Source: an optimization exercise on an open RTL-to-GDS flow (aim: small area, a short achievable clock period and few clock cycles). Production flows keep margins and buffers that such runs may drop.
Function was checked by simulation only, so behaviour that the tests miss may differ from the original.

Design M2, start of the top module:
module M2 (
	input  logic        Clock_50,
	input  logic        Resetn,
	input  logic [15:0] SRAM_read_data,
	input  logic        M2_start,
	output logic        SRAM_we_n,
	output logic        M2_done,
	output logic [15:0] SRAM_write_data,
	output logic [17:0] SRAM_address
);
For scale: ~11000 cells after synthesis, about 2900 flip-flops, roughly 55 I/O pins, about 140000 um^2 of cells after synthesis.
export LEC_CHECK = 0
export CAP_MARGIN = 20
export CORE_MARGIN = 2
export CORE_UTILIZATION = 40
export CTS_CLUSTER_DIAMETER = 70
export CTS_CLUSTER_SIZE = 30
export SLEW_MARGIN = 20
export SYNTH_MEMORY_MAX_BITS = 4096
export TNS_END_PERCENT = 40
create_clock -name core_clock -period 12.0 [get_ports {Clock_50}]
standard.sh (not shown) runs the stock make flow with config.mk's settings and CLKGATE_MAP_FILE= SYNTH_SCRIPT=/design/flow/synth_recipe.tcl, a recipe that flattens the netlist after the stock synthesis.
==> flow/flow/run.sh <==
#!/bin/bash
# The standard layout, with timing repair aiming at 8.1 ns of setup slack
# instead of 0.  The clock period and constraints are the standard flow's.
set -euo pipefail
bash standard.sh SETUP_SLACK_MARGIN=8.1 finish > standard.log 2>&1
Testbench counts at the start, summed over its fixed seeds: cycles 1,383,204.
Edit:
==> flow/flow/run.sh (replaced) <==
#!/bin/bash
# The standard layout, with timing repair aiming at 8 ns of setup slack
# instead of 0.  The clock period and constraints are the standard flow's.
set -euo pipefail
bash standard.sh SETUP_SLACK_MARGIN=8 finish > standard.log 2>&1
- TNS_END_PERCENT: 40 -> not set
Effect: Area after synthesis is unchanged; cell area hardly moves; core utilization hardly moves; clock-buffer cell count is lower by 1.
Edit:
==> flow/flow/run.sh (replaced) <==
#!/bin/bash
# The standard layout, with timing repair aiming at 8.1 ns of setup slack
# instead of 0.  The clock period and constraints are the standard flow's.
set -euo pipefail
bash standard.sh SETUP_SLACK_MARGIN=8.1 finish > standard.log 2>&1
- TNS_END_PERCENT: not set -> 10
The new run passed the timing, DRC and antenna checks.
Wire length grows by 0.62%.
Via count came out higher by about 0.3%.
Design area is about the same.
Synthesized cell count does not change.
Edit:
- TNS_END_PERCENT: 10 -> not set
Non-clock buffer count rises by 2.
Cell area barely changes.
Flip-flop and latch count stays the same.
Clock-buffer cell count is unchanged.
Setup slack is better by 0.084 ns.
Wire length barely changes.
Clock skew barely changes.


M2, a different RTL version from the one above (not shown whole).
Size in the first run: roughly 3000 flip-flops, about 0.15 mm² of cells after synthesis.
clock: 12.0 ns
lec_check: 0
cap_margin: 20
core_margin: 2
core_utilization: 55
cts_cluster_diameter: 70
cts_cluster_size: 30
slew_margin: 20
synth_memory_max_bits: 4096
==> flow/flow/run.sh <==
#!/bin/bash
# The standard layout, with timing repair aiming at 8 ns of setup slack
# instead of 0.  The clock period and constraints are the standard flow's.
set -euo pipefail
bash standard.sh SETUP_SLACK_MARGIN=8 finish > standard.log 2>&1
The starting point finished clean.
Testbench counts at the start, summed over its fixed seeds: cycles 1,383,204.
==> next run, changes <==
Settings changed: CORE_UTILIZATION 55 to 40, CTS_CLUSTER_DIAMETER 70 to 100, CTS_CLUSTER_SIZE 30 to 25.
Effect: The new run produced a clean layout; cell area hardly moves; worst setup slack gets worse by 0.035 ns; routed wire length went down by 1.6%; fmax went down by 0.88%; clock-buffer cell count went up by 30.


M2, a different RTL version from the one above (not shown whole).
For scale: roughly 11000 cells after synthesis, ~55 I/O pins, ~140000 um^2 of cells after synthesis.
==> flow/config.mk <==
export PLATFORM = sky130hd
export DESIGN_NAME = M2
export DESIGN_NICKNAME = M2
export VERILOG_FILES = /design/flow/design.v
export SDC_FILE = /design/flow/constraint.sdc
export NUM_CORES = 8
export LEC_CHECK = 0
export CAP_MARGIN = 20
export CORE_MARGIN = 2
export CORE_UTILIZATION = 40
export CTS_CLUSTER_DIAMETER = 50
export CTS_CLUSTER_SIZE = 20
export SLEW_MARGIN = 20
export SYNTH_MEMORY_MAX_BITS = 4096
==> flow/constraint.sdc <==
create_clock -name core_clock -period 12.0 [get_ports {Clock_50}]
set_input_delay 2.4000 -clock core_clock [delete_from_list [all_inputs] [get_ports {Clock_50}]]
set_output_delay 2.4000 -clock core_clock [all_outputs]
set_load 0.01 [all_outputs]
==> flow/flow/run.sh <==
#!/bin/bash
# The standard layout, with timing repair aiming at 8.2 ns of setup slack
# instead of 0.  The clock period and constraints are the standard flow's.
set -euo pipefail
bash standard.sh SETUP_SLACK_MARGIN=8.2 finish > standard.log 2>&1
The starting point completed with no timing, DRC or antenna violations.
Testbench counts at the start, summed over its fixed seeds: cycles 1,383,204.
Change:
==> flow/flow/run.sh (replaced) <==
#!/bin/bash
# The standard layout, with timing repair aiming at 8.15 ns of setup slack
# instead of 0.  The clock period and constraints are the standard flow's.
set -euo pipefail
bash standard.sh SETUP_SLACK_MARGIN=8.15 finish > standard.log 2>&1
--- a/flow/config.mk
+++ b/flow/config.mk
@@ -9,5 +9,5 @@
 export CORE_MARGIN = 2
-export CORE_UTILIZATION = 40
-export CTS_CLUSTER_DIAMETER = 50
-export CTS_CLUSTER_SIZE = 20
+export CORE_UTILIZATION = 45
+export CTS_CLUSTER_DIAMETER = 70
+export CTS_CLUSTER_SIZE = 30
 export SLEW_MARGIN = 20
The changed run completed without violations.
Final cell count fell by 5.7%.
Worst hold slack stays flat.
Change:
==> flow/flow/run.sh (replaced) <==
#!/bin/bash
# The standard layout, with timing repair aiming at 8.1 ns of setup slack
# instead of 0.  The clock period and constraints are the standard flow's.
set -euo pipefail
bash standard.sh SETUP_SLACK_MARGIN=8.1 finish > standard.log 2>&1
--- a/flow/config.mk
+++ b/flow/config.mk
@@ -9,5 +9,6 @@
 export CORE_MARGIN = 2
-export CORE_UTILIZATION = 45
+export CORE_UTILIZATION = 40
 export CTS_CLUSTER_DIAMETER = 70
 export CTS_CLUSTER_SIZE = 30
+export PLACE_DENSITY_LB_ADDON = 0.2
 export SLEW_MARGIN = 20
Area after synthesis does not change.
Utilization drops by 5.0 points.
First-iteration DRC count is higher by about 4%.
Change:
==> flow/flow/run.sh (replaced) <==
#!/bin/bash
# The standard layout, with timing repair aiming at 8.15 ns of setup slack
# instead of 0.  The clock period and constraints are the standard flow's.
set -euo pipefail
bash standard.sh SETUP_SLACK_MARGIN=8.15 finish > standard.log 2>&1
--- a/flow/config.mk
+++ b/flow/config.mk
@@ -9,6 +9,5 @@
 export CORE_MARGIN = 2
-export CORE_UTILIZATION = 40
-export CTS_CLUSTER_DIAMETER = 70
-export CTS_CLUSTER_SIZE = 30
-export PLACE_DENSITY_LB_ADDON = 0.2
+export CORE_UTILIZATION = 45
+export CTS_CLUSTER_DIAMETER = 60
+export CTS_CLUSTER_SIZE = 35
 export SLEW_MARGIN = 20
After rerunning:
- wire length drops by 3.8%
- utilization increases by 5.7 points
- hold slack gets worse by 15 ps
- synthesized cell count stays the same
- non-clock buffer count is higher by 11
- setup slack stays flat
- clock skew went up by 29 ps
- fmax is about the same
- synthesized area stays the same
Change:
==> flow/flow/run.sh (replaced) <==
#!/bin/bash
# The standard layout, with timing repair aiming at 8.25 ns of setup slack
# instead of 0.  The clock period and constraints are the standard flow's.
set -euo pipefail
bash standard.sh SETUP_SLACK_MARGIN=8.25 finish > standard.log 2>&1
--- a/flow/config.mk
+++ b/flow/config.mk
@@ -10,4 +10,4 @@
 export CORE_UTILIZATION = 45
-export CTS_CLUSTER_DIAMETER = 60
-export CTS_CLUSTER_SIZE = 35
+export CTS_CLUSTER_DIAMETER = 70
+export CTS_CLUSTER_SIZE = 30
 export SLEW_MARGIN = 20
- The changed run finished with timing, DRC and antenna clean
- routed wire length came out higher by 1.3%
- sequential share of layout area came out higher by 0.53 points
- die area does not change
- final cell count came out lower by 0.75%
- maximum frequency came out higher by 0.61%

==> re-timing with driven ports <==
How much do the figures lean on ideal ports? The routed layouts below were timed once more, with nothing changed but the port constraints. Step 1, drivers: a clkbuf_16 drives Clock_50 and a buf_2 each remaining input, both assumed. Step 2 adds t to the input delays and takes it off the output delays; t is the mean of the earliest and latest rising clock arrival at the registers after step 1. Input paths then give back, and output paths get back, about the clock's delay inside the block. Slacks: ideal ports / drivers / drivers and shift; pairs: ideal ports / drivers.
run	t, ns	setup WS [ns]	latest minus earliest clock arrival (ns)	worst slew at a driven data input, ns	cell pins on the clock port's net
the first run of note 1	0.996	8.035 / 7.934 / 8.139	0.093 / 0.092	0.04	1
the second run of note 1	0.986	8.054 / 7.962 / 8.077	0.081 / 0.081	0.05	1
the third run of note 1	0.995	7.964 / 7.863 / 8.055	0.095 / 0.095	0.04	1
the fourth run of note 1	0.997	8.049 / 7.948 / 8.104	0.092 / 0.092	0.04	1
the first run of note 2	0.980	8.074 / 7.988 / 7.248	0.052 / 0.053	0.05	1
the second run of note 2	0.957	8.040 / 7.974 / 7.167	0.096 / 0.096	0.04	1
the first run of note 3	1.038	8.060 / 7.958 / 8.131	0.077 / 0.077	0.06	1
the second run of note 3	0.966	8.138 / 8.043 / 8.249	0.109 / 0.109	0.07	1
the third run of note 3	1.015	8.101 / 7.999 / 8.130	0.087 / 0.087	0.05	1
the fourth run of note 3	1.016	8.100 / 7.999 / 8.190	0.128 / 0.129	0.07	1
the fifth run of note 3	0.984	8.123 / 8.027 / 8.181	0.083 / 0.083	0.06	1
After both steps setup and hold are still met in every run listed. The setup slack of the second run of note 2, which loses most, moves by -0.066 ns with the drivers and by -0.873 ns with both steps. Setup slack includes reset recovery checks.
